From an optimization exercise on the open Yosys and OpenROAD flow, aimed at small area; shortcuts taken in it are not production practice.
In this exercise RTL edits were held to simulation tests only and were not proved equivalent to the original.
Power is estimated from default activity; no workload was simulated.

## design/flow/config.mk

```make
export PLATFORM = sky130hd
export DESIGN_NAME = TopModule
export DESIGN_NICKNAME = TopModule
export VERILOG_FILES = /design/flow/design.v
export SDC_FILE = /design/flow/constraint.sdc
export NUM_CORES = 4
export LEC_CHECK = 0
export CAP_MARGIN = 20
export CORE_MARGIN = 2
export CORE_UTILIZATION = 40
export SLEW_MARGIN = 20
```

## design/flow/constraint.sdc

```tcl
create_clock -name core_clock -period 10.0 [get_ports {clk}]
set_input_delay 2.0000 -clock core_clock [delete_from_list [all_inputs] [get_ports {clk}]]
set_output_delay 2.0000 -clock core_clock [all_outputs]
set_load 0.01 [all_outputs]
```

## design/flow/design.v

```verilog
module Readwrite_Logic(
  input clk,
  input rst,
  input read_in,
  input write_in,
  input chipSelect,
  input A0In,
  input reg[7:0] inDataBus,
  output writeICW1,
  output writeICW2to4,
  output writeOCW1,
  output writeOCW2,
  output writeOCW3,
  output read_flag,
  output reg[7:0] internalDataBus
  );
reg A0Out;
reg delay_write;
wire posedge_write;
always @(posedge clk or negedge rst) begin
  if (!rst)
    delay_write <= 1'b1;
  else if (chipSelect)
    delay_write <= 1'b1;
  else
    delay_write <= write_in;
end
assign posedge_write = (~delay_write) & write_in;
assign read_flag = ~read_in & ~chipSelect;
always @(posedge clk or negedge rst) begin
  if (!rst)
    A0Out <= 1'b0;
  else
    A0Out <= A0In;
end
always @(posedge clk or negedge rst) begin
  if (~rst) begin
    internalDataBus <= 8'b00000000;
  end
  else if ( (~write_in) & (~chipSelect) ) begin
    internalDataBus <= inDataBus;
  end
  else begin
    internalDataBus <= internalDataBus;
  end     
end
assign writeICW1 = posedge_write & ~A0Out & internalDataBus[4] ;
assign writeICW2to4 = posedge_write & A0Out;
assign writeOCW1 = posedge_write & A0Out;
assign writeOCW2 = posedge_write & ~A0Out & ~internalDataBus[4] & ~internalDataBus[3];
assign writeOCW3 = posedge_write & ~A0Out & ~internalDataBus[4] & internalDataBus[3];
endmodule
module Control_Logic(
  input clk,
  input rst,
  input reg [7:0] internalDataBus,
  input writeICW1,
  input writeICW2to4,
  input writeOCW1,
  input writeOCW2,
  input writeOCW3,
  input read,
  input INTA,
  input [7:0]IRR_after_priority_resolver,
  input SP,
  input   wire   [2:0]   cascade_in,
  output  reg    [2:0]   cascade_out,
  output  wire            cascade_io,
  input [7:0] highest_level_in_service,
  output reg [7:0] IMR,
  output reg [2:0] priority_rotate,
  output reg [7:0] clear_IRR,
  output reg [7:0] end_of_interrupt,
  output  reg  out_control_logic_data,
  output  reg  [7:0] control_logic_data,
  output reg level_edge_triggered,
  output reg [1:0]RR_RIS,
  output reg INT,
  output reg freeze
  );
  reg IC4_bit;
  reg single_or_cascade_bit;
  reg auto_rotate;
  reg [7:0] master_or_slave_config;
  reg AEOI;
  reg [7:0] outAddress;
  reg [7:0] acknowledge_interrupt;
  reg cascade_slave;
  reg cascade_slave_enable;
  wire interrupt_from_slave_device;
  reg cascade_output_ack_2; 
  reg [7:0] interrupt_when_ack1;
  wire writeICW2 , writeICW3 , writeICW4 , writeOCW1afterInit , writeOCW2afterInit , writeOCW3afterInit;
  parameter CMD_ENDED_STATE = 2'b00, ICW2_STATE = 2'b01 , ICW3_STATE = 2'b10 , ICW4_STATE = 2'b11; 
  reg [1:0] initialization_state,initialization_nextState;
  assign writeICW2 = (initialization_state == ICW2_STATE) & writeICW2to4;
  assign writeICW3 = (initialization_state == ICW3_STATE) & writeICW2to4;
  assign writeICW4 = (initialization_state == ICW4_STATE) & writeICW2to4;
  assign writeOCW1afterInit = (initialization_state == CMD_ENDED_STATE) & writeOCW1;
  assign writeOCW2afterInit = (initialization_state == CMD_ENDED_STATE) & writeOCW2;  
  assign writeOCW3afterInit = (initialization_state == CMD_ENDED_STATE) & writeOCW3;
  always @(posedge clk or negedge rst) begin
    if(~rst)begin
      initialization_state<=CMD_ENDED_STATE;
    end
    else begin
      initialization_state<=initialization_nextState;  
    end
  end
   always @(initialization_state or writeICW1 or writeICW2to4 or single_or_cascade_bit or IC4_bit) begin
        if (writeICW1 == 1'b1)
            initialization_nextState = ICW2_STATE; 
        else if (writeICW2to4 == 1'b1) begin
            case(initialization_state)
                ICW2_STATE: begin
                    if (single_or_cascade_bit == 1'b0) 
                        initialization_nextState = ICW3_STATE;
                    else if (IC4_bit == 1'b1)
                        initialization_nextState = ICW4_STATE; 
                    else
                        initialization_nextState = CMD_ENDED_STATE;
                end
                ICW3_STATE: begin
                    if (IC4_bit == 1'b1)
                        initialization_nextState = ICW4_STATE;
                    else
                        initialization_nextState = CMD_ENDED_STATE;
                end
                ICW4_STATE: begin
                    initialization_nextState = CMD_ENDED_STATE;
                end
                default: begin
                    initialization_nextState = CMD_ENDED_STATE;
                end
            endcase
        end
        else
            initialization_nextState = initialization_state;
    end
    parameter CTRL_ENDED_STATE = 2'b00, ACK1_STATE = 2'b01 , ACK2_STATE = 2'b10; 
    reg [1:0] control_state,next_controlState;
    reg  delay_INTA;
    wire posedge_INTA,negedge_INTA,end_of_INTA_sequence;
    always @(posedge clk or negedge rst) begin
        if (~rst)
            delay_INTA <= 1'b1;
        else
            delay_INTA <= INTA;
    end
    assign posedge_INTA = ~delay_INTA &  INTA;
    assign negedge_INTA =  delay_INTA & ~INTA;
    always @(posedge clk or negedge rst) begin
        if (~rst)
            control_state <= CTRL_ENDED_STATE;
        else if (writeICW1 == 1'b1)
            control_state <= CTRL_ENDED_STATE;
        else
            control_state <= next_controlState;
    end
    always @(control_state or writeOCW2afterInit or negedge_INTA or posedge_INTA) begin
        case (control_state)
            CTRL_ENDED_STATE: begin
                if (writeOCW2afterInit == 1'b1)
                    next_controlState = CTRL_ENDED_STATE;
                else if (negedge_INTA == 1'b1)
                    next_controlState = ACK1_STATE;
                else
                    next_controlState = CTRL_ENDED_STATE;
            end
            ACK1_STATE: begin
                if (negedge_INTA == 1'b1)
                    next_controlState = ACK2_STATE;
                else
                    next_controlState = ACK1_STATE;
            end
            ACK2_STATE: begin
                if (posedge_INTA == 1'b1)
                    next_controlState = CTRL_ENDED_STATE;
                else
                    next_controlState = ACK2_STATE;
            end
            default: begin
                next_controlState = CTRL_ENDED_STATE;
            end
        endcase
    end
    assign end_of_INTA_sequence =  (control_state != CTRL_ENDED_STATE) & (next_controlState == CTRL_ENDED_STATE);
    always @(posedge clk or negedge rst) begin
      if (~rst) begin
         level_edge_triggered <= 1'b0;
         single_or_cascade_bit <= 1'b0;
         IC4_bit <= 1'b0;
      end
      else if (writeICW1 == 1'b1) begin
          level_edge_triggered <= internalDataBus[3];
          single_or_cascade_bit <= internalDataBus[1];
          IC4_bit <= internalDataBus[0];
      end
      else begin
          level_edge_triggered <= level_edge_triggered;
          single_or_cascade_bit <= single_or_cascade_bit;
          IC4_bit <= IC4_bit;
      end
    end
    always @(posedge clk or negedge rst) begin
        if (~rst)
            outAddress <= 8'b00000000;
        else if (writeICW1 == 1'b1) 
            outAddress <= 8'b00000000; 
        else if (writeICW2 == 1'b1) 
            outAddress <= internalDataBus;
        else
            outAddress <= outAddress;
    end
    always @(posedge clk or negedge rst) begin
        if (~rst)
            master_or_slave_config <= 8'b00000000; 
        else if (writeICW1 == 1'b1)
            master_or_slave_config <= 8'b00000000;
        else if (writeICW3 == 1'b1)
            master_or_slave_config <= internalDataBus;
        else
            master_or_slave_config <= master_or_slave_config;
    end
    always @(posedge clk or negedge rst) begin
        if (~rst)
            AEOI <= 1'b0;
        else if (writeICW1 == 1'b1)
            AEOI <= 1'b0;
        else if (writeICW4 == 1'b1)
            AEOI <= internalDataBus[1];
        else
            AEOI <= AEOI;
    end
    always @(posedge clk or negedge rst) begin
        if (~rst)
            IMR <= 8'b11111111;
        else if (writeICW1 == 1'b1) 
            IMR <= 8'b11111111;
        else if (writeOCW1afterInit == 1'b1)
            IMR <= internalDataBus;
        else
            IMR <= IMR;
    end
    always @(writeICW1 or AEOI or end_of_INTA_sequence or writeOCW2afterInit 
            or internalDataBus or highest_level_in_service) begin
        if (writeICW1 == 1'b1)
            end_of_interrupt = 8'b11111111; 
        else if ((AEOI == 1'b1) && (end_of_INTA_sequence == 1'b1)) 
            end_of_interrupt = highest_level_in_service;
        else if (writeOCW2afterInit == 1'b1) begin
            case (internalDataBus[6:5])
                2'b01:   end_of_interrupt = highest_level_in_service;
                2'b11: begin   
                case (internalDataBus[2:0])
                    3'b000:  end_of_interrupt = 8'b00000001;
                    3'b001:  end_of_interrupt = 8'b00000010;
                    3'b010:  end_of_interrupt = 8'b00000100;
                    3'b011:  end_of_interrupt = 8'b00001000;
                    3'b100:  end_of_interrupt = 8'b00010000;
                    3'b101:  end_of_interrupt = 8'b00100000;
                    3'b110:  end_of_interrupt = 8'b01000000;
                    3'b111:  end_of_interrupt = 8'b10000000;
                    default: end_of_interrupt = 8'b00000000;
                endcase
                end
                default: end_of_interrupt = 8'b00000000;
            endcase
        end
        else
            end_of_interrupt = 8'b00000000;
    end
    always @(posedge clk or negedge rst) begin
        if (~rst)
            auto_rotate <= 1'b0;
        else if (writeICW1 == 1'b1)
            auto_rotate <= 1'b0;
        else if (writeOCW2afterInit == 1'b1) begin
            case (internalDataBus[7:5])
                3'b100:  auto_rotate <= 1'b1;
                3'b000:  auto_rotate <= 1'b0;
                default: auto_rotate <= auto_rotate;
            endcase
        end
        else
            auto_rotate <= auto_rotate;
    end
    always @(posedge clk or negedge rst) begin
        if (~rst)
            priority_rotate <= 3'b111;
        else if (writeICW1 == 1'b1)
            priority_rotate <= 3'b111;
        else if ((auto_rotate == 1'b1) && (end_of_INTA_sequence == 1'b1)) begin
            if (highest_level_in_service[0] == 1'b1) priority_rotate <= 3'b000;
            else if (highest_level_in_service[1] == 1'b1) priority_rotate <= 3'b001;
            else if (highest_level_in_service[2] == 1'b1) priority_rotate <= 3'b010;
            else if (highest_level_in_service[3] == 1'b1) priority_rotate <= 3'b011;
            else if (highest_level_in_service[4] == 1'b1) priority_rotate <= 3'b100;
            else if (highest_level_in_service[5] == 1'b1) priority_rotate <= 3'b101;
            else if (highest_level_in_service[6] == 1'b1) priority_rotate <= 3'b110;
            else if (highest_level_in_service[7] == 1'b1) priority_rotate <= 3'b111;
            else  priority_rotate <= 3'b111;
        end
        else if (writeOCW2afterInit == 1'b1) begin
            case (internalDataBus[7:5])
                3'b101:begin 
                        if (highest_level_in_service[0] == 1'b1) priority_rotate <= 3'b000;
                        else if (highest_level_in_service[1] == 1'b1) priority_rotate <= 3'b001;
                        else if (highest_level_in_service[2] == 1'b1) priority_rotate <= 3'b010;
                        else if (highest_level_in_service[3] == 1'b1) priority_rotate <= 3'b011;
                        else if (highest_level_in_service[4] == 1'b1) priority_rotate <= 3'b100;
                        else if (highest_level_in_service[5] == 1'b1) priority_rotate <= 3'b101;
                        else if (highest_level_in_service[6] == 1'b1) priority_rotate <= 3'b110;
                        else if (highest_level_in_service[7] == 1'b1) priority_rotate <= 3'b111;
                        else  priority_rotate <= 3'b111;
                end
                default: priority_rotate <= priority_rotate;
            endcase
        end
        else
            priority_rotate <= priority_rotate;
    end
    always @(posedge clk or negedge rst) begin
        if (~rst) begin
            RR_RIS[1:0] <= 2'b10;
        end
        else if (writeICW1 == 1'b1) begin
            RR_RIS[1:0] <= 2'b10;
        end
        else if (writeOCW3afterInit == 1'b1) begin
            RR_RIS[1:0] <= internalDataBus[1:0];
        end
        else begin
            RR_RIS <= RR_RIS;
        end
    end
    always @(single_or_cascade_bit or SP) begin
        if (single_or_cascade_bit == 1'b1)
            cascade_slave = 1'b0;
        else
            cascade_slave = ~SP;
    end
    assign cascade_io = cascade_slave;
    always @(cascade_slave or master_or_slave_config or cascade_in) begin
        if (cascade_slave == 1'b0)
            cascade_slave_enable = 1'b0;
        else if (master_or_slave_config[2:0] != cascade_in)
            cascade_slave_enable = 1'b0;
        else
            cascade_slave_enable = 1'b1;
    end
    assign interrupt_from_slave_device = (acknowledge_interrupt & master_or_slave_config) != 8'b00000000;
    always @(single_or_cascade_bit or cascade_slave or cascade_slave_enable or interrupt_from_slave_device) begin
        if (single_or_cascade_bit == 1'b1)
            cascade_output_ack_2 = 1'b1;
        else if (cascade_slave_enable == 1'b1)
            cascade_output_ack_2 = 1'b1;
        else if ((cascade_slave == 1'b0) && (interrupt_from_slave_device == 1'b0))
            cascade_output_ack_2 = 1'b1;
        else
            cascade_output_ack_2 = 1'b0;
    end
    always @(*) begin
        if (cascade_slave == 1'b1)
            cascade_out = 3'b000;
        else if ((control_state != ACK1_STATE) && (control_state != ACK2_STATE))
            cascade_out = 3'b000;
        else if (interrupt_from_slave_device == 1'b0)
            cascade_out = 3'b000;
        else begin
            if      (acknowledge_interrupt[0] == 1'b1) cascade_out = 3'b000;
            else if (acknowledge_interrupt[1] == 1'b1) cascade_out = 3'b001;
            else if (acknowledge_interrupt[2] == 1'b1) cascade_out = 3'b010;
            else if (acknowledge_interrupt[3] == 1'b1) cascade_out = 3'b011;
            else if (acknowledge_interrupt[4] == 1'b1) cascade_out = 3'b100;
            else if (acknowledge_interrupt[5] == 1'b1) cascade_out = 3'b101;
            else if (acknowledge_interrupt[6] == 1'b1) cascade_out = 3'b110;
            else if (acknowledge_interrupt[7] == 1'b1) cascade_out = 3'b111;
            else  cascade_out = 3'b111;
        end
    end
    always @(posedge clk or negedge rst) begin
        if (~rst)
            INT <= 1'b0;
        else if (writeICW1 == 1'b1)
            INT <= 1'b0;
        else if (IRR_after_priority_resolver != 8'b00000000)
            INT <= 1'b1;
        else if (end_of_INTA_sequence == 1'b1)
            INT <= 1'b0;
        else
            INT <= INT;
    end
    always @(posedge clk or negedge rst) begin
        if (~rst)
            freeze <= 1'b1;
        else if (next_controlState == CTRL_ENDED_STATE)
            freeze <= 1'b0;
        else
            freeze <= freeze;
    end  
    always @(writeICW1 or IRR_after_priority_resolver)begin
        if (writeICW1 == 1'b1)
            clear_IRR = 8'b11111111;
        else
            clear_IRR = IRR_after_priority_resolver;
    end
    always @(posedge clk or negedge rst) begin
        if (~rst)
            acknowledge_interrupt <= 8'b00000000;
        else if (writeICW1 == 1'b1)
            acknowledge_interrupt <= 8'b00000000;
        else if (end_of_INTA_sequence)
            acknowledge_interrupt <= 8'b00000000;
        else if(IRR_after_priority_resolver != 8'b00000000)
            acknowledge_interrupt <= IRR_after_priority_resolver;
        else
            acknowledge_interrupt <= acknowledge_interrupt;
    end
    always @(posedge clk or negedge rst) begin
        if (~rst)
            interrupt_when_ack1 <= 8'b00000000;
        else if (writeICW1 == 1'b1)
            interrupt_when_ack1 <= 8'b00000000;
        else if (control_state == ACK1_STATE)
            interrupt_when_ack1 <= IRR_after_priority_resolver;
        else
            interrupt_when_ack1 <= interrupt_when_ack1;
    end
        always @(INTA or control_state or cascade_output_ack_2 or cascade_slave or interrupt_when_ack1 
                or highest_level_in_service or outAddress) begin
        if (INTA == 1'b0) begin
            if(control_state == ACK2_STATE) begin
                    if (cascade_output_ack_2 == 1'b1) begin
                        out_control_logic_data = 1'b1;
                        if (cascade_slave == 1'b1) begin
                            if      (interrupt_when_ack1[0] == 1'b1) control_logic_data[2:0] = 3'b000;
                            else if (interrupt_when_ack1[1] == 1'b1) control_logic_data[2:0] = 3'b001;
                            else if (interrupt_when_ack1[2] == 1'b1) control_logic_data[2:0] = 3'b010;
                            else if (interrupt_when_ack1[3] == 1'b1) control_logic_data[2:0] = 3'b011;
                            else if (interrupt_when_ack1[4] == 1'b1) control_logic_data[2:0] = 3'b100;
                            else if (interrupt_when_ack1[5] == 1'b1) control_logic_data[2:0] = 3'b101;
                            else if (interrupt_when_ack1[6] == 1'b1) control_logic_data[2:0] = 3'b110;
                            else if (interrupt_when_ack1[7] == 1'b1) control_logic_data[2:0] = 3'b111;
                            else  control_logic_data[2:0] = 3'b111;
                        end
                        else begin
                            if      (highest_level_in_service[0] == 1'b1) control_logic_data[2:0] = 3'b000;
                            else if (highest_level_in_service[1] == 1'b1) control_logic_data[2:0] = 3'b001;
                            else if (highest_level_in_service[2] == 1'b1) control_logic_data[2:0] = 3'b010;
                            else if (highest_level_in_service[3] == 1'b1) control_logic_data[2:0] = 3'b011;
                            else if (highest_level_in_service[4] == 1'b1) control_logic_data[2:0] = 3'b100;
                            else if (highest_level_in_service[5] == 1'b1) control_logic_data[2:0] = 3'b101;
                            else if (highest_level_in_service[6] == 1'b1) control_logic_data[2:0] = 3'b110;
                            else if (highest_level_in_service[7] == 1'b1) control_logic_data[2:0] = 3'b111;
                            else  control_logic_data[2:0] = 3'b111;
                        end
                        control_logic_data = {outAddress[7:3], control_logic_data[2:0]};
                    end
                    else begin
                        out_control_logic_data = 1'b0;
                        control_logic_data     = 8'b00000000;
                    end
                end
            else begin
                out_control_logic_data = 1'b0;
                control_logic_data     = 8'b00000000;
            end
        end
        else begin
            out_control_logic_data = 1'b0;
            control_logic_data     = 8'b00000000;
        end
    end
endmodule
module Interrupt_Request_Reg (
    input   wire           clk,
    input   wire           rst,
    input   wire           level_or_edge_toriggered_config,  
    input   wire           freeze,  
    input   wire   [7:0]   clear_IRR,  
    input   wire   [7:0]   interrupt_request_pin,  
    output  reg   [7:0]   interrupt_request_register  
);
    reg     [7:0]   delay_request;  
    wire    [7:0]   posedge_edge_request;  
    genvar index;
    generate
    for (index = 0; index <= 7; index = index + 1) begin
        always @(posedge clk or negedge rst) begin
        if (~rst)
            delay_request[index] <= 1'b0;
        else if (clear_IRR[index])
            delay_request[index] <= 1'b0;
        else if (~interrupt_request_pin[index])
            delay_request[index] <= 1'b1;
        else
            delay_request[index] <= delay_request[index];
        end
        assign posedge_edge_request[index] = (delay_request[index] == 1'b1) & (interrupt_request_pin[index] == 1'b1);
        always @(posedge clk or negedge rst) begin
            if (~rst)
                interrupt_request_register[index] <= 1'b0;
            else if (clear_IRR[index])
                interrupt_request_register[index] <= 1'b0;
            else if (freeze)
                interrupt_request_register[index] <= interrupt_request_register[index];
            else if (level_or_edge_toriggered_config)
                interrupt_request_register[index] <= interrupt_request_pin[index];  
            else
                interrupt_request_register[index] <= posedge_edge_request[index];  
        end
    end
    endgenerate
endmodule
module Priority_Resolver (
    input   wire   [2:0]   priority_rotate,  
    input   wire   [7:0]   interrupt_mask,  
    input   reg   [7:0]   interrupt_request_register,  
    input   reg   [7:0]   in_service_register,  
    output  reg   [7:0]   interrupt  
);
    wire   [7:0]   masked_IRR;
    assign masked_IRR = interrupt_request_register & ~interrupt_mask;
    reg   [7:0]   rotate_right_IRR;
    reg   [7:0]   rotate_right_ISR;
    reg   [7:0]   priority_mask;
    reg  [7:0]    highest_priority_rotate;
    always @(masked_IRR or priority_rotate) begin
      case (priority_rotate)
            3'b000:  rotate_right_IRR = { masked_IRR[0],   masked_IRR[7:1] };
            3'b001:  rotate_right_IRR = { masked_IRR[1:0], masked_IRR[7:2] };
            3'b010:  rotate_right_IRR = { masked_IRR[2:0], masked_IRR[7:3] };
            3'b011:  rotate_right_IRR = { masked_IRR[3:0], masked_IRR[7:4] };
            3'b100:  rotate_right_IRR = { masked_IRR[4:0], masked_IRR[7:5] };
            3'b101:  rotate_right_IRR = { masked_IRR[5:0], masked_IRR[7:6] };
            3'b110:  rotate_right_IRR = { masked_IRR[6:0], masked_IRR[7]   };
            3'b111:  rotate_right_IRR = masked_IRR;
            default: rotate_right_IRR = masked_IRR;
      endcase
    end
    always @(in_service_register or priority_rotate) begin
        case (priority_rotate)
            3'b000:  rotate_right_ISR = { in_service_register[0],   in_service_register[7:1] };
            3'b001:  rotate_right_ISR = { in_service_register[1:0], in_service_register[7:2] };
            3'b010:  rotate_right_ISR = { in_service_register[2:0], in_service_register[7:3] };
            3'b011:  rotate_right_ISR = { in_service_register[3:0], in_service_register[7:4] };
            3'b100:  rotate_right_ISR = { in_service_register[4:0], in_service_register[7:5] };
            3'b101:  rotate_right_ISR = { in_service_register[5:0], in_service_register[7:6] };
            3'b110:  rotate_right_ISR = { in_service_register[6:0], in_service_register[7]   };
            3'b111:  rotate_right_ISR = in_service_register;
            default: rotate_right_ISR = in_service_register;
        endcase
    end
    always @(rotate_right_ISR) begin
        if      (rotate_right_ISR[0] == 1'b1) priority_mask = 8'b00000000;
        else if (rotate_right_ISR[1] == 1'b1) priority_mask = 8'b00000001;
        else if (rotate_right_ISR[2] == 1'b1) priority_mask = 8'b00000011;
        else if (rotate_right_ISR[3] == 1'b1) priority_mask = 8'b00000111;
        else if (rotate_right_ISR[4] == 1'b1) priority_mask = 8'b00001111;
        else if (rotate_right_ISR[5] == 1'b1) priority_mask = 8'b00011111;
        else if (rotate_right_ISR[6] == 1'b1) priority_mask = 8'b00111111;
        else if (rotate_right_ISR[7] == 1'b1) priority_mask = 8'b01111111;
        else                                  priority_mask = 8'b11111111;
    end
    always @(rotate_right_IRR or priority_mask) begin
      if      (rotate_right_IRR[0] == 1'b1)    highest_priority_rotate = 8'b00000001;
      else if (rotate_right_IRR[1] == 1'b1)    highest_priority_rotate = 8'b00000010;
      else if (rotate_right_IRR[2] == 1'b1)    highest_priority_rotate = 8'b00000100;
      else if (rotate_right_IRR[3] == 1'b1)    highest_priority_rotate = 8'b00001000;
      else if (rotate_right_IRR[4] == 1'b1)    highest_priority_rotate = 8'b00010000;
      else if (rotate_right_IRR[5] == 1'b1)    highest_priority_rotate = 8'b00100000;
      else if (rotate_right_IRR[6] == 1'b1)    highest_priority_rotate = 8'b01000000;
      else if (rotate_right_IRR[7] == 1'b1)    highest_priority_rotate = 8'b10000000;
      else                                     highest_priority_rotate = 8'b00000000;
      highest_priority_rotate = highest_priority_rotate & priority_mask;
    end
    always @(priority_rotate or highest_priority_rotate) begin
       case (priority_rotate)
            3'b000:  interrupt = { highest_priority_rotate[6:0], highest_priority_rotate[7]   };
            3'b001:  interrupt = { highest_priority_rotate[5:0], highest_priority_rotate[7:6] };
            3'b010:  interrupt = { highest_priority_rotate[4:0], highest_priority_rotate[7:5] };
            3'b011:  interrupt = { highest_priority_rotate[3:0], highest_priority_rotate[7:4] };
            3'b100:  interrupt = { highest_priority_rotate[2:0], highest_priority_rotate[7:3] };
            3'b101:  interrupt = { highest_priority_rotate[1:0], highest_priority_rotate[7:2] };
            3'b110:  interrupt = { highest_priority_rotate[0],   highest_priority_rotate[7:1] };
            3'b111:  interrupt = highest_priority_rotate;
            default: interrupt = highest_priority_rotate;
        endcase
    end
endmodule
module Interrupt_Service_Reg (
    input   wire           clk,
    input   wire           rst,
    input   wire   [2:0]   priority_rotate,
    input   wire   [7:0]   interrupt,
    input   wire   [7:0]   end_of_interrupt,
    output  reg   [7:0]   in_service_register,
    output  reg   [7:0]   highest_level_in_service
);
    wire   [7:0]   next_ISR;
    assign next_ISR = (in_service_register & ~end_of_interrupt)
                                     | (interrupt);
    always @(posedge clk or negedge rst) begin
        if (~rst)
            in_service_register <= 8'b00000000;
        else
            in_service_register <= next_ISR;
    end
    reg   [7:0]   next_chosen_level_ISR;
    always @(next_ISR or priority_rotate) begin
        next_chosen_level_ISR = next_ISR;
        case (priority_rotate)
            3'b000:  next_chosen_level_ISR = { next_chosen_level_ISR[0],   next_chosen_level_ISR[7:1] };
            3'b001:  next_chosen_level_ISR = { next_chosen_level_ISR[1:0], next_chosen_level_ISR[7:2] };
            3'b010:  next_chosen_level_ISR = { next_chosen_level_ISR[2:0], next_chosen_level_ISR[7:3] };
            3'b011:  next_chosen_level_ISR = { next_chosen_level_ISR[3:0], next_chosen_level_ISR[7:4] };
            3'b100:  next_chosen_level_ISR = { next_chosen_level_ISR[4:0], next_chosen_level_ISR[7:5] };
            3'b101:  next_chosen_level_ISR = { next_chosen_level_ISR[5:0], next_chosen_level_ISR[7:6] };
            3'b110:  next_chosen_level_ISR = { next_chosen_level_ISR[6:0], next_chosen_level_ISR[7]   };
            3'b111:  next_chosen_level_ISR = next_chosen_level_ISR;
            default: next_chosen_level_ISR = next_chosen_level_ISR;
        endcase
        if      (next_chosen_level_ISR[0] == 1'b1)    next_chosen_level_ISR = 8'b00000001;
        else if (next_chosen_level_ISR[1] == 1'b1)    next_chosen_level_ISR = 8'b00000010;
        else if (next_chosen_level_ISR[2] == 1'b1)    next_chosen_level_ISR = 8'b00000100;
        else if (next_chosen_level_ISR[3] == 1'b1)    next_chosen_level_ISR = 8'b00001000;
        else if (next_chosen_level_ISR[4] == 1'b1)    next_chosen_level_ISR = 8'b00010000;
        else if (next_chosen_level_ISR[5] == 1'b1)    next_chosen_level_ISR = 8'b00100000;
        else if (next_chosen_level_ISR[6] == 1'b1)    next_chosen_level_ISR = 8'b01000000;
        else if (next_chosen_level_ISR[7] == 1'b1)    next_chosen_level_ISR = 8'b10000000;
        else                                          next_chosen_level_ISR = 8'b00000000;
        case (priority_rotate)
            3'b000:  next_chosen_level_ISR = { next_chosen_level_ISR[6:0], next_chosen_level_ISR[7]   };
            3'b001:  next_chosen_level_ISR = { next_chosen_level_ISR[5:0], next_chosen_level_ISR[7:6] };
            3'b010:  next_chosen_level_ISR = { next_chosen_level_ISR[4:0], next_chosen_level_ISR[7:5] };
            3'b011:  next_chosen_level_ISR = { next_chosen_level_ISR[3:0], next_chosen_level_ISR[7:4] };
            3'b100:  next_chosen_level_ISR = { next_chosen_level_ISR[2:0], next_chosen_level_ISR[7:3] };
            3'b101:  next_chosen_level_ISR = { next_chosen_level_ISR[1:0], next_chosen_level_ISR[7:2] };
            3'b110:  next_chosen_level_ISR = { next_chosen_level_ISR[0],   next_chosen_level_ISR[7:1] };
            3'b111:  next_chosen_level_ISR = next_chosen_level_ISR;
            default: next_chosen_level_ISR = next_chosen_level_ISR;
        endcase
    end
    always @(posedge clk or negedge rst) begin
        if (~rst)
            highest_level_in_service <= 8'b00000000;
        else
            highest_level_in_service <= next_chosen_level_ISR;
    end
endmodule
module TopModule (
    input              clk,
    input              rst,
    input              chipSelect,
    input              read_in,
    input              write_in,
    input              A0In,
    input      [7:0]   inDataBus,
    output reg [7:0]   outDataBus,
    output reg         ioDataBus, 
    input      [2:0]   cascade_in,
    output     [2:0]   cascade_out,
    output             cascade_io,
    input              SP,
    input              interrupt_acknowledge_n,
    output             interrupt_to_cpu,
    input      [7:0]   interrupt_request
);
     wire [7:0]internal_data_bus;
     wire      writeICW1;
     wire      writeICW2to4;
     wire      writeOCW1;
     wire      writeOCW2;
     wire      write_operation_control_word_3;
     wire      writeOCW3;
     wire      read;
    Readwrite_Logic readwrite_Logic (
        .clk                              (clk),
        .rst                              (rst),
        .chipSelect                       (chipSelect),
        .read_in                          (read_in),
        .write_in                         (write_in),
        .A0In                             (A0In),
        .inDataBus                        (inDataBus),
        .internalDataBus                  (internal_data_bus),
        .writeICW1                        (writeICW1),
        .writeICW2to4                     (writeICW2to4),
        .writeOCW1                        (writeOCW1),
        .writeOCW2                        (writeOCW2),
        .writeOCW3                        (writeOCW3),
        .read_flag                        (read)
    );
    wire        out_control_data;
    wire        [7:0]control_data;
    wire        level_or_edge_toriggered_config;
    wire        enable_read_register;
    wire        read_register_isr_or_irr;
    wire[7:0]   interrupt;
    wire[7:0]   highest_level_in_service;
    wire[7:0]   interrupt_mask;
    wire[7:0]   end_of_interrupt;
    wire[2:0]   priority_rotate;
    wire        freeze;
    wire[7:0]   clear_IRR;
    wire [1:0]RR_RIS;
    Control_Logic control_Logic (
        .clk                              (clk),
        .rst                              (rst),
        .cascade_in                       (cascade_in),
        .cascade_out                      (cascade_out),
        .cascade_io                       (cascade_io),
        .SP                               (SP),
        .INTA                             (interrupt_acknowledge_n),
        .INT                              (interrupt_to_cpu),
        .internalDataBus                  (internal_data_bus),
        .writeICW1                        (writeICW1),
        .writeICW2to4                     (writeICW2to4),
        .writeOCW1                        (writeOCW1),
        .writeOCW2                        (writeOCW2),
        .writeOCW3                        (writeOCW3),
        .read                             (read),
        .out_control_logic_data           (out_control_data),
        .control_logic_data               (control_data),
        .level_edge_triggered             (level_or_edge_toriggered_config),
        .RR_RIS                           (RR_RIS),
        .IRR_after_priority_resolver      (interrupt),
        .highest_level_in_service         (highest_level_in_service),
        .IMR                              (interrupt_mask),
        .end_of_interrupt                 (end_of_interrupt),
        .priority_rotate                  (priority_rotate),
        .freeze                           (freeze),
        .clear_IRR                        (clear_IRR)
    );
    wire [7:0]   interrupt_request_register; 
    Interrupt_Request_Reg interrupt_request_reg (
        .clk                                (clk),
        .rst                                (rst),
        .level_or_edge_toriggered_config    (level_or_edge_toriggered_config),
        .freeze                             (freeze),
        .clear_IRR                          (clear_IRR),
        .interrupt_request_pin              (interrupt_request),
        .interrupt_request_register         (interrupt_request_register)
    );
    wire [7:0]   in_service_register; 
    Priority_Resolver priority_resolver (
        .priority_rotate                    (priority_rotate),
        .interrupt_mask                     (interrupt_mask),
        .interrupt_request_register         (interrupt_request_register),
        .in_service_register                (in_service_register),
        .interrupt                          (interrupt)
    );
    Interrupt_Service_Reg interrupt_service_reg (
        .clk                              (clk),
        .rst                              (rst),
        .priority_rotate                    (priority_rotate),
        .interrupt                          (interrupt),
        .end_of_interrupt                   (end_of_interrupt),
        .in_service_register                (in_service_register),
        .highest_level_in_service           (highest_level_in_service)
    );
    always @(out_control_data or control_data or  read or A0In or interrupt_mask or RR_RIS or
    interrupt_request_register or in_service_register ) begin
        if (out_control_data == 1'b1) begin  
            ioDataBus  = 1'b0; 
            outDataBus = control_data;
        end
        else if (read == 1'b0) begin
            ioDataBus  = 1'b1;
            outDataBus = 8'b00000000;
        end
        else if (A0In == 1'b1) begin  
            ioDataBus  = 1'b0;
            outDataBus = interrupt_mask;
        end
        else if (RR_RIS == 2'b10) begin  
            ioDataBus  = 1'b0;
            outDataBus = interrupt_request_register;
        end
        else if (RR_RIS == 2'b11) begin  
            ioDataBus  = 1'b0;
            outDataBus = in_service_register;
        end
        else begin
            ioDataBus  = 1'b1;
            outDataBus = 8'b00000000;
        end
    end
endmodule
```

## design/flow/run.sh

```bash
#!/bin/bash
# synth_recipe.tcl (not shown) runs the flow's synth.tcl, then flattens the netlist and writes it again
# the make line also repeats each setting of config.mk as NAME=value (left out here)
make -C /OpenROAD-flow-scripts/flow DESIGN_CONFIG=/design/flow/config.mk WORK_HOME=/design/flow/orfs CLKGATE_MAP_FILE= SYNTH_SCRIPT=/design/flow/synth_recipe.tcl finish
```

==> results_dict.tcl <==
set metrics [dict create \
    power_density_nw_per_um2 373 \
    final.setup.tns_ns 0 \
    static-leakage-power_nw 3.41 \
    maximum_clock_insertion_buffer_count 2 \
    numCtsBuffers 9 \
    number_of_enable_type_register_cells_in_the_synthesized_netlist 0 \
    place.detailed.hpwl_um 23300 \
    timing_worst_slew_pin_value_ns 1.20 \
    worst_slew_margin_rel_pct 17.7 \
    post-cts-setup-buffers 0 \
    numPortBuffers 40 \
    antenna_found_initial 0 \
    floorplan.die.height_um 146 \
    post_cts_resize_count 0 \
    wirelength_um 32600 \
    core.rowCount 51 \
    fin_worst_hold_slack_ns 0.506 \
    h_tree_depth_reported_by_cts 3 \
    groute.layer.met3.usage_pct 5.39 \
    critPathCaptureType "flip-flop" \
    route.detailed.drc 0 \
    avgRoutedWirePerCell_um 25.1 \
    fraction_of_met2_tracks_used_by_global_routing_pct 46.6 \
    gp_routability_congestion 0.995 \
    average_footprint_of_a_synthesized_cell_um2 7.80 \
    cp_slowest_cell "sky130_fd_sc_hd__nor2_1" \
    drive_above_1_share_pct 9.12 \
    setup_repair_after_global_routing_missed_its_margin "no" \
    timing.fmax_mhz 148 \
    gr-usage-met1_pct 41.2 \
    status "no timing/DRC/antenna violations" \
    finish.net_count 1061 \
    report.final.slew_viol_count 0 \
    path_delay_family "compound AO/OA/AOI/OAI gates" \
    total_nets_after_synthesis 1062 \
    crit_path_cell_trace "buf_4 > clkinv_1 > buf_4 > a32o_1 > a211oi_1 > o22ai_2 > nor2_1 > nand3_1 > o211ai_1 > inv_1 > a221oi_2 > a2111oi_2 > nand2_2 > nor2_1 > a2111o_1 > a2bb2oi_1" \
    dr_total_vias 8737 \
    initial_utilization_pct 40.9 \
    root_buffer "sky130_fd_sc_hd__clkbuf_16" \
    clock_sink_count 95 \
    layout_worst_path_cycle_share_pct 67.8 \
    grt_pass1_wl_um 49900 \
    layout.cell_area.non_filler_um2 8780 \
    crit_path_max_incr_delay_ns 0.76 \
    die_w_um 146 \
    hold_buffers 0 \
    netlist_instances 1027 \
    critPathBufInv 4 \
    finalPower_mw 3.27 \
    numPlacedInstances 1280 \
    clock_skew_ns 0.00921 \
    worst_ep_arrival_time_ns 7.01 \
    drt_first_pass_iters 6 \
    stdcell_count 1296 \
    critical_path_peak_fanout 47 \
    timing_hold_violations_final 0 \
    ys_ff_latch 95 \
    first_iter_violations 1097 \
    startpoint_type "flip-flop" \
    worstSetupPathType "reg2reg" \
    setup-violations-final 0 \
    grt_start_max_net_pins 79 \
    yosys_warnings 6 \
    ios 41 \
    die_area_um2 21200 \
    critical_path_required_ns 10.23 \
    yosys.cell_types.count 100 \
    route.antenna.remaining_nets 0 \
    cts.clk_slew.worst_paths_ns 0.07 \
    top_reg_cell_synth "sky130_fd_sc_hd__dfrtp_1" \
    min_path_type "reg2reg" \
    grt_total_ovfl 0 \
    syn_area_um2 8010 \
    maxCapViolations 0 \
    area.growth.synth_to_final_pct 9.53 \
    dpl_cell_area_um2 8490 \
    ys_seq_area_share_pct 29.9 \
    final_util_pct 44.8 \
    cts_tree "built" \
    final_critical_path_setup_slack_ns 3.22 \
    irDropWorstVdd_mv 0.114 \
    via_per_instance_ratio 6.74 \
    grt_usage_pct 30.1 \
    asyncSetResetFlopFracSynth_pct 100 \
    n_antenna_cell 0 \
    gr-max-usage-layer "met2" \
    place_ws_ns 3.04 \
    layout_min_cycle_time_ns 6.78 \
    first_global_vias 8062 \
    core_area_um2 19600 \
    clk-insertion-delay-late_ns 0.35 \
]
==> worst register-to-register path, stage by stage, from the launching register on <==
cell and delay, ns:
sky130_fd_sc_hd__dfstp_2 0.51, sky130_fd_sc_hd__buf_4 0.45, sky130_fd_sc_hd__clkinv_1 0.54, sky130_fd_sc_hd__buf_4 0.36, sky130_fd_sc_hd__a32o_1 0.28, sky130_fd_sc_hd__a211oi_1 0.57, sky130_fd_sc_hd__o22ai_2 0.30, sky130_fd_sc_hd__nor2_1 0.76
sky130_fd_sc_hd__nand3_1 0.42, sky130_fd_sc_hd__o211ai_1 0.76, sky130_fd_sc_hd__inv_1 0.26, sky130_fd_sc_hd__a221oi_2 0.48, sky130_fd_sc_hd__a2111oi_2 0.13, sky130_fd_sc_hd__nand2_2 0.16, sky130_fd_sc_hd__nor2_1 0.11, sky130_fd_sc_hd__a2111o_1 0.43
sky130_fd_sc_hd__a2bb2oi_1 0.14
==> final cells by class <==
class / instances / area (um^2)
Fill cell: 2036 / 10800
Multi-Input combinational cell: 832 / 5120
Sequential cell: 95 / 2400
Timing Repair Buffer: 56 / 518
Tap cell: 265 / 332
Clock buffer: 9 / 225
Inverter: 32 / 120
Clock inverter: 7 / 63.8
==> layout by cell type, fill, tap and decap left out, types with 9 or more instances in the layout <==
cell type                           n
sky130_fd_sc_hd__clkbuf_16          9
sky130_fd_sc_hd__nand2_1          128
sky130_fd_sc_hd__o21ai_0           61
sky130_fd_sc_hd__nor4_1             9
sky130_fd_sc_hd__clkdlybuf4s50_1   39
sky130_fd_sc_hd__nand2b_1          17
sky130_fd_sc_hd__a22oi_1           16
sky130_fd_sc_hd__o32ai_1            9
sky130_fd_sc_hd__nor2b_1           25
sky130_fd_sc_hd__nand3b_1           9
sky130_fd_sc_hd__a21oi_1           86
sky130_fd_sc_hd__a221oi_1          11
sky130_fd_sc_hd__mux2i_1           23
sky130_fd_sc_hd__dfrtp_1           80
sky130_fd_sc_hd__a22o_1             9
sky130_fd_sc_hd__nor3_1            28
sky130_fd_sc_hd__buf_4             17
sky130_fd_sc_hd__nor2_1           120
sky130_fd_sc_hd__o211ai_1          14
sky130_fd_sc_hd__and2_1            11
sky130_fd_sc_hd__a31oi_1           14
sky130_fd_sc_hd__a211oi_1          13
sky130_fd_sc_hd__inv_1             31
sky130_fd_sc_hd__nand3_1           40
sky130_fd_sc_hd__dfstp_2           15
sky130_fd_sc_hd__o22ai_1           10
==> report_power, final <==
| part | switching, mW | internal, mW |
|---|---|---|
| clock | 0.166 | 0.175 |
| combinational | 1.49 | 0.716 |
| sequential | 0.200 | 0.524 |
| total | 1.86 | 1.41 |
==> worst paths after layout <==
check	from	to	slack, ns	cells after the start
max	control_Logic.priority_rotate[2]	interrupt_service_reg.highest_level_in_service[5]	3.22	16
min	control_Logic.priority_rotate[1]	control_Logic.priority_rotate[1]	0.51	2
max reg2reg	control_Logic.priority_rotate[2]	interrupt_service_reg.highest_level_in_service[5]	3.22	16
min reg2reg	control_Logic.priority_rotate[1]	control_Logic.priority_rotate[1]	0.51	2
max in group asynchronous	rst	control_Logic.acknowledge_interrupt[2]	7.26	2
min in group asynchronous	rst	interrupt_request_reg.delay_request[4]	1.67	1
==> Yosys cell counts (10+ instances only) <==
cell / count / area, um^2
sky130_fd_sc_hd__a211oi_1: 13 / 97.6
sky130_fd_sc_hd__a21oi_1: 86 / 430
sky130_fd_sc_hd__a221oi_1: 11 / 96.3
sky130_fd_sc_hd__a22oi_1: 16 / 120
sky130_fd_sc_hd__a31oi_1: 14 / 87.6
sky130_fd_sc_hd__and2_1: 11 / 68.8
sky130_fd_sc_hd__buf_2: 13 / 65.1
sky130_fd_sc_hd__clkbuf_1: 37 / 139
sky130_fd_sc_hd__dfrtp_1: 80 / 2000
sky130_fd_sc_hd__dfstp_2: 15 / 394
sky130_fd_sc_hd__inv_1: 31 / 116
sky130_fd_sc_hd__mux2i_1: 23 / 230
sky130_fd_sc_hd__nand2_1: 128 / 480
sky130_fd_sc_hd__nand2b_1: 17 / 106
sky130_fd_sc_hd__nand3_1: 40 / 200
sky130_fd_sc_hd__nor2_1: 120 / 450
sky130_fd_sc_hd__nor2b_1: 25 / 156
sky130_fd_sc_hd__nor3_1: 28 / 140
sky130_fd_sc_hd__o211ai_1: 14 / 105
sky130_fd_sc_hd__o21ai_0: 61 / 305
sky130_fd_sc_hd__o22ai_1: 10 / 62.6
==> layer usage <==
layer  vias to the layer above  part of all wire (%)
met1                      4227                    42
met4                         0                   4.6
met3                       114                   8.9
met2                       573                    44
met5                         -                     0
li1                       3823                     -
==> flip-flops by register name (all words and copies together), names as in the netlist <==
register,flops
control_Logic.IMR,8
control_Logic.acknowledge_interrupt,8
control_Logic.master_or_slave_config,8
interrupt_request_reg.delay_request,8
interrupt_request_reg.interrupt_request_register,8
interrupt_service_reg.highest_level_in_service,8
interrupt_service_reg.in_service_register,8
readwrite_Logic.internalDataBus,8
control_Logic.interrupt_when_ack1,7
control_Logic.outAddress,5
control_Logic.priority_rotate,3
control_Logic.RR_RIS,2
control_Logic.control_state,2
control_Logic.initialization_state,2
control_Logic.AEOI,1
control_Logic.IC4_bit,1
control_Logic.INT,1
control_Logic.auto_rotate,1
control_Logic.delay_INTA,1
control_Logic.freeze,1
control_Logic.level_edge_triggered,1
control_Logic.single_or_cascade_bit,1
readwrite_Logic.A0Out,1
readwrite_Logic.delay_write,1
==> cells by family (layout without fill, tap and decap cells) <==
family                     count (synthesis)  count (layout)  synth area share, %
AOI/OAI and AO/OA                        345             345                 30.4
DFF                                       95              95                 29.9
adders and majority gates                  8               8                 1.25
xor gates and xnor gates                   3               3                0.328
muxes                                     31              31                 4.14
buffers and inverters                    100             104                 6.25
and+or+nand+nor                          445             445                 27.7

what the ideal ports hide:
How much do the figures lean on ideal ports? The routed layout below was timed once more, with nothing changed but the port constraints.
Step 1, drivers: a clkbuf_16 drives clk and a buf_2 each remaining input, both assumed.
Step 2 moves the port delays by t, midway between the first and last clock arrival at a register: inputs arrive t later, outputs are due t later. That takes back most of the time a late clock gives input paths.
a / b / c = ideal / step 1 / step 2; a / b = the first two.
t, ns: 0.390
setup WS [ns]: 3.223 / 3.223 / 2.943
worst register clock-pin slew, ns: 0.08 / 0.08
After both steps setup and hold are still met in this run. The setup slack of this run moves by 0.000 ns with the drivers and by -0.280 ns with both steps.
